This design comes from an exercise in tuning for small area, a short achievable clock period and few clock cycles per item on the open sky130 flow, not from production work. RTL that was checked went through simulation tests only; none was proved equivalent to the original. No driver is modelled on the clock port, so clock power and skew are understated where the tree is cut down; a real chip needs a root buffer or a tree. Power is estimated from default activity; no workload was simulated.

==> module add16_pg, before the edit <==
module add16_pg #(
    parameter bit SUB = 1'b0
)(
    input  logic [15:0] a,
    input  logic [15:0] b,
    output logic [15:0] p,
    output logic [15:0] g
);
    logic [15:0] bb;
    assign bb = SUB ? ~b : b;
    assign p = a ^ bb;
    assign g = a & bb;
endmodule
==> module add16_sum, before the edit <==
module add16_sum #(
    parameter int CI = 2
)(
    input  logic [15:0] p,
    input  logic [15:0] g,
    input  logic        ci,
    output logic [15:0] s
);
    logic [15:0] G, P;
    logic        c;
    assign c = (CI == 2) ? ci : (CI == 3) ? ~ci : CI[0];
    always_comb begin
        G = g; P = p;
        for (int l = 0; l < 4; l++)
            for (int i = 0; i < 16; i++)
                if ((i % (2 << l)) == (2 << l) - 1) begin
                    G[i] = G[i] | (P[i] & G[i - (1 << l)]);
                    P[i] = P[i] & P[i - (1 << l)];
                end
        for (int l = 2; l >= 0; l--)
            for (int i = 0; i < 16; i++)
                if ((i % (2 << l)) == (1 << l) - 1 && i >= (2 << l)) begin
                    G[i] = G[i] | (P[i] & G[i - (1 << l)]);
                    P[i] = P[i] & P[i - (1 << l)];
                end
    end
    assign s = p ^ ({G[14:0], 1'b0} | ({P[14:0], 1'b1} & {16{c}}));
endmodule
==> module add16, before the edit <==
module add16 #(
    parameter bit SUB = 1'b0,
    parameter int CI  = 2
)(
    input  logic [15:0] a,
    input  logic [15:0] b,
    input  logic        ci,
    output logic [15:0] s
);
    logic [15:0] p, g;
    add16_pg  #(.SUB(SUB)) u_pg  (.a(a), .b(b), .p(p), .g(g));
    add16_sum #(.CI(CI))   u_sum (.p(p), .g(g), .ci(ci), .s(s));
endmodule
Settings: LEC_CHECK=0, ABC_AREA=1, CAP_MARGIN=20, CORE_MARGIN=2, CORE_UTILIZATION=60, GPL_ROUTABILITY_DRIVEN=0, GPL_TIMING_DRIVEN=1, SETUP_SLACK_MARGIN=5, SLEW_MARGIN=20, SYNTH_HIERARCHICAL=1, SYNTH_MINIMUM_KEEP_SIZE=0; clock period 10.0 ns.
standard.sh (not shown) runs the stock make flow with config.mk's settings and CLKGATE_MAP_FILE= SYNTH_SCRIPT=/design/flow/synth_recipe.tcl, a recipe that flattens the netlist after the stock synthesis.
==> flow/flow/run.sh <==
#!/bin/bash
# Standard layout (the standard.sh, standard synthesis), with two changes:
#  - the port buffers are sky130 buf_1 cells instead of the default pick (a
#    delay buffer); every port still gets its own buffer;
#  - the clock tree is a balanced two-stage tree built by cts_pre.tcl
#    (4 clkbuf_8 driven by the clock port, 8 clkbuf_16 leaves) instead of
#    TritonCTS's 17-buffer H-tree.
# make's full output goes to standard.log; ORFS keeps each step's log under
# orfs/logs.
set -euo pipefail
export BUFFER_PORTS_ARGS="-buffer_cell sky130_fd_sc_hd__buf_1"
export PRE_CTS_TCL="$PWD/flow/cts_pre.tcl"
bash standard.sh > standard.log 2>&1
Other scripts of this flow, unchanged in this note and not shown: flow/flow/cts_pre.tcl
Testbench counts at the start, summed over its fixed seeds: cycles 1,600, items 1,600.
Change:
--- a/flow/design.v
+++ b/flow/design.v
@@ -21,29 +21,20 @@
     assign bm = {b[15:14], b[13:0] ^ ({14{~b[15] & b[14]}} & z & s)};
 endmodule
-module add16_pg #(
-    parameter bit SUB = 1'b0
+module add16 #(
+    parameter bit SUB = 1'b0,
+    parameter int CI  = 2
 )(
     input  logic [15:0] a,
     input  logic [15:0] b,
-    output logic [15:0] p,
-    output logic [15:0] g
-);
-    logic [15:0] bb;
-    assign bb = SUB ? ~b : b;
-    assign p = a ^ bb;
-    assign g = a & bb;
-endmodule
-module add16_sum #(
-    parameter int CI = 2
-)(
-    input  logic [15:0] p,
-    input  logic [15:0] g,
     input  logic        ci,
     output logic [15:0] s
 );
-    logic [15:0] G, P;
+    logic [15:0] bb, p, g, G, P;
     logic        c;
-    assign c = (CI == 2) ? ci : (CI == 3) ? ~ci : CI[0];
+    assign bb = SUB ? ~b : b;
+    assign c  = (CI == 2) ? ci : (CI == 3) ? ~ci : CI[0];
     always_comb begin
+        p = a ^ bb;
+        g = a & bb;
         G = g; P = p;
         for (int l = 0; l < 4; l++)
@@ -61,17 +52,4 @@
     end
     assign s = p ^ ({G[14:0], 1'b0} | ({P[14:0], 1'b1} & {16{c}}));
-endmodule
-module add16 #(
-    parameter bit SUB = 1'b0,
-    parameter int CI  = 2
-)(
-    input  logic [15:0] a,
-    input  logic [15:0] b,
-    input  logic        ci,
-    output logic [15:0] s
-);
-    logic [15:0] p, g;
-    add16_pg  #(.SUB(SUB)) u_pg  (.a(a), .b(b), .p(p), .g(g));
-    add16_sum #(.CI(CI))   u_sum (.p(p), .g(g), .ci(ci), .s(s));
 endmodule
 module butterfly (
Clock skew stays the same.
Sequential power increases by about 1%.
Worst setup slack gets better by 0.048 ns.
Cell count is about the same.
Register-to-register slack is about the same.
Sequential share of layout area climbs by 0.17 points.
Clock power decreases by about 2%.
Via count came out lower by 0.81%.
Hold slack gets better by 0.013 ns.
For the second run of this note, only the layout was checked, not whether the RTL still works. In every run of this note, the design's own scripts or RTL, not TritonCTS, make the clock network.

========
The RTL this note starts from:
==> flow/design.v <==
module w0_pre (
    input  logic [15:0] b,
    output logic [15:0] bm,
    output logic        up
);
    logic [14:0] z;    
    always_comb begin
        logic [14:0] t;
        t = {~b[13:0], 1'b1};
        for (int l = 0; l < 4; l++)
            for (int i = 14; i >= 0; i--)
                if ((i >> l) & 1) t[i] = t[i] & t[((i >> l) << l) - 1];
        z = t;
    end
    assign up = (b[15] & ~b[14]) | (b[14] & z[14]);
    assign bm = {b[15], b[14:0] ^ ({15{~b[15] & b[14]}} & z)};
endmodule
module bf_pg (
    input  logic [15:0] a,
    input  logic [15:0] b,
    output logic [15:0] p,
    output logic [15:0] g
);
    assign p = a ^ b;
    assign g = a & b;
endmodule
module bf_gs (
    input  logic [15:0] a,
    input  logic [15:0] b,
    output logic [15:0] gs
);
    assign gs = a & ~b;
endmodule
module add16_sum #(
    parameter bit PN = 1'b0,
    parameter int CI = 2
)(
    input  logic [15:0] p,
    input  logic [15:0] g,
    input  logic        ci,
    output logic [15:0] s
);
    logic [15:0] pp, G, P;
    logic        c;
    assign pp = PN ? ~p : p;
    assign c  = (CI == 2) ? ci : (CI == 3) ? ~ci : CI[0];
    always_comb begin
        G = g; P = pp;
        for (int l = 0; l < 4; l++)
            for (int i = 0; i < 16; i++)
                if ((i % (2 << l)) == (2 << l) - 1) begin
                    G[i] = G[i] | (P[i] & G[i - (1 << l)]);
                    P[i] = P[i] & P[i - (1 << l)];
                end
        for (int l = 2; l >= 0; l--)
            for (int i = 0; i < 16; i++)
                if ((i % (2 << l)) == (1 << l) - 1 && i >= (2 << l)) begin
                    G[i] = G[i] | (P[i] & G[i - (1 << l)]);
                    P[i] = P[i] & P[i - (1 << l)];
                end
    end
    assign s = pp ^ ({G[14:0], 1'b0} | ({P[14:0], 1'b1} & {16{c}}));
endmodule
module butterfly #(
    parameter bit FIXED = 1'b0
)(
    input  logic [15:0] a,
    input  logic [15:0] b,
    input  logic        ci,
    output logic [15:0] out0,
    output logic [15:0] out1
);
    logic [15:0] p, g, gs;
    bf_pg u_pg (.a(a), .b(b), .p(p), .g(g));
    bf_gs u_gs (.a(a), .b(b), .gs(gs));
    add16_sum #(.PN(1'b0), .CI(FIXED ? 0 : 2)) u_add (.p(p), .g(g),  .ci(ci), .s(out0));
    add16_sum #(.PN(1'b1), .CI(FIXED ? 1 : 3)) u_sub (.p(p), .g(gs), .ci(ci), .s(out1));
endmodule
module fft4 #(
    parameter int WIDTH = 32
)(
    input logic clk,
    input logic rst,
    input logic start,
    output logic done,
    input logic signed [WIDTH-1:0] in0,
    input logic signed [WIDTH-1:0] in1,
    input logic signed [WIDTH-1:0] in2,
    input logic signed [WIDTH-1:0] in3,
    output logic signed [WIDTH-1:0] out0,
    output logic signed [WIDTH-1:0] out1,
    output logic signed [WIDTH-1:0] out2,
    output logic signed [WIDTH-1:0] out3
);
    logic [15:0] b2r, b2i, b3r, b3i;
    logic        u2r, u2i, u3r, u3i;
    w0_pre p2r (.b(in2[31:16]), .bm(b2r), .up(u2r));
    w0_pre p2i (.b(in2[15:0]),  .bm(b2i), .up(u2i));
    w0_pre p3r (.b(in3[31:16]), .bm(b3r), .up(u3r));
    w0_pre p3i (.b(in3[15:0]),  .bm(b3i), .up(u3i));
    logic [15:0] e0r_d, e0i_d, e1r_d, e1i_d, o0r_d, o0i_d, o1r_d, o1i_d;
    butterfly bf_er (.a(in0[31:16]), .b(b2r), .ci(u2r), .out0(e0r_d), .out1(e1r_d));
    butterfly bf_ei (.a(in0[15:0]),  .b(b2i), .ci(u2i), .out0(e0i_d), .out1(e1i_d));
    butterfly bf_or (.a(in1[31:16]), .b(b3r), .ci(u3r), .out0(o0r_d), .out1(o1r_d));
    butterfly bf_oi (.a(in1[15:0]),  .b(b3i), .ci(u3i), .out0(o0i_d), .out1(o1i_d));
    logic [15:0] m0r_d, m0i_d;
    logic        up0r_d, up0i_d;
    w0_pre p0r (.b(o0r_d), .bm(m0r_d), .up(up0r_d));
    w0_pre p0i (.b(o0i_d), .bm(m0i_d), .up(up0i_d));
    logic [15:0] e0r, e0i, m0r, m0i, o1r, o1i;
    logic [15:1] e1r_h, e1i_h;
    logic        up0r, up0i;
    always_ff @(posedge clk) begin
        if (start) begin
            e0r <= e0r_d; e0i <= e0i_d;
            e1r_h <= e1r_d[15:1]; e1i_h <= e1i_d[15:1];
            m0r <= m0r_d; m0i <= m0i_d;
            up0r <= up0r_d; up0i <= up0i_d;
            o1r <= o1r_d; o1i <= o1i_d;
        end
    end
    logic [15:0] e1r, e1i;
    assign e1r = {e1r_h, e0r[0]};
    assign e1i = {e1i_h, e0i[0]};
    always_ff @(posedge clk or posedge rst) begin
        if (rst) done <= 1'b0;
        else if (start) done <= 1'b1;
    end
    butterfly bf_0r (.a(e0r), .b(m0r), .ci(up0r), .out0(out0[31:16]), .out1(out2[31:16]));
    butterfly bf_0i (.a(e0i), .b(m0i), .ci(up0i), .out0(out0[15:0]),  .out1(out2[15:0]));
    butterfly #(.FIXED(1'b1)) bf_1r (.a(e1r), .b(o1i), .ci(1'b0), .out0(out1[31:16]), .out1(out3[31:16]));
    butterfly #(.FIXED(1'b1)) bf_1i (.a(e1i), .b(o1r), .ci(1'b0), .out0(out3[15:0]),  .out1(out1[15:0]));
endmodule
export LEC_CHECK = 0
export ABC_AREA = 1
export CAP_MARGIN = 20
export CORE_MARGIN = 2
export CORE_UTILIZATION = 60
export GPL_ROUTABILITY_DRIVEN = 0
export GPL_TIMING_DRIVEN = 1
export SETUP_SLACK_MARGIN = 5
export SLEW_MARGIN = 20
export SYNTH_HIERARCHICAL = 1
export SYNTH_MINIMUM_KEEP_SIZE = 0
create_clock -name core_clock -period 10.0 [get_ports {clk}]
==> flow/flow/run.sh <==
#!/bin/bash
# Standard layout (the standard.sh, standard synthesis), with the port
# buffers made of sky130 buf_1 cells instead of the default pick (a delay
# buffer). Every port still gets its own buffer. make's full output goes to
# standard.log; ORFS keeps each step's log under orfs/logs.
set -euo pipefail
export BUFFER_PORTS_ARGS="-buffer_cell sky130_fd_sc_hd__buf_1"
bash standard.sh > standard.log 2>&1
Testbench counts at the start, summed over its fixed seeds: cycles 1,600, items 1,600.
Next try:
--- a/flow/design.v
+++ b/flow/design.v
@@ -23,30 +23,25 @@
 );
     assign p = a ^ b;
     assign g = a & b;
 endmodule
-module bf_gs (
-    input  logic [15:0] a,
-    input  logic [15:0] b,
-    output logic [15:0] gs
-);
-    assign gs = a & ~b;
-endmodule
 module add16_sum #(
     parameter bit PN = 1'b0,
     parameter int CI = 2
 )(
+    input  logic [15:0] a,
     input  logic [15:0] p,
     input  logic [15:0] g,
     input  logic        ci,
     output logic [15:0] s
 );
-    logic [15:0] pp, G, P;
+    logic [15:0] pp, gg, G, P;
     logic        c;
     assign pp = PN ? ~p : p;
+    assign gg = PN ? a & ~g : g;
     assign c  = (CI == 2) ? ci : (CI == 3) ? ~ci : CI[0];
     always_comb begin
-        G = g; P = pp;
+        G = gg; P = pp;
         for (int l = 0; l < 4; l++)
             for (int i = 0; i < 16; i++)
                 if ((i % (2 << l)) == (2 << l) - 1) begin
                     G[i] = G[i] | (P[i] & G[i - (1 << l)]);
@@ -69,13 +64,12 @@
     input  logic        ci,
     output logic [15:0] out0,
     output logic [15:0] out1
 );
-    logic [15:0] p, g, gs;
+    logic [15:0] p, g;
     bf_pg u_pg (.a(a), .b(b), .p(p), .g(g));
-    bf_gs u_gs (.a(a), .b(b), .gs(gs));
-    add16_sum #(.PN(1'b0), .CI(FIXED ? 0 : 2)) u_add (.p(p), .g(g),  .ci(ci), .s(out0));
-    add16_sum #(.PN(1'b1), .CI(FIXED ? 1 : 3)) u_sub (.p(p), .g(gs), .ci(ci), .s(out1));
+    add16_sum #(.PN(1'b0), .CI(FIXED ? 0 : 2)) u_add (.a(a), .p(p), .g(g), .ci(ci), .s(out0));
+    add16_sum #(.PN(1'b1), .CI(FIXED ? 1 : 3)) u_sub (.a(a), .p(p), .g(g), .ci(ci), .s(out1));
 endmodule
 module fft4 #(
     parameter int WIDTH = 32
 )(
After rerunning:
- via count is lower slightly
- setup slack gets better by 0.11 ns
- hold slack hardly moves
- synthesized area is lower by a few percent
- count of clock-buffer cells in the layout does not change
- critical path depth is higher by 1
- non-clock buffer count is higher by 1
- fmax is higher by a few percent
- routed wire length is lower slightly
Testbench counts after the change, summed over its fixed seeds: cycles 1,600, items 1,600.

-- port drivers added, routing unchanged --
Ports are ideal in the flow. The routed layouts listed here were re-timed in OpenROAD. Step 1 (the two cells are an assumption about what drives the block):
set clk [get_ports {clk}]
set_driving_cell -lib_cell sky130_fd_sc_hd__clkbuf_16 $clk
set_driving_cell -lib_cell sky130_fd_sc_hd__buf_2 [delete_from_list [all_inputs] $clk]
Step 2 times the ports against the registers' clock, not the clock port: input delays grow and output delays shrink by t, the midpoint of the rising clock arrivals with the driver on. Three values: ideal ports, drivers, drivers and shift; two values: the first two.
| run | shift t [ns] | setup WS [ns] | hold slack, ns | cell pins on the clock port's net |
|---|---|---|---|---|
| the first run of note 1 | 0.371 | 5.122 / 5.147 / 4.776 | 0.457 / 0.457 / 0.457 | 4 |
| the second run of note 1 | 0.378 | 5.169 / 5.083 / 4.863 | 0.470 / 0.470 / 0.470 | 4 |
| the first run of note 2 | 0.468 | 5.238 / 5.254 / 4.798 | 0.451 / 0.451 / 0.451 | 1 |
| the second run of note 2 | 0.476 | 5.352 / 5.314 / 4.890 | 0.450 / 0.450 / 0.450 | 1 |
After both steps every run listed still meets setup and hold. The setup slack of the second run of note 2, which loses most, moves by -0.038 ns with the drivers and by -0.462 ns with both steps.
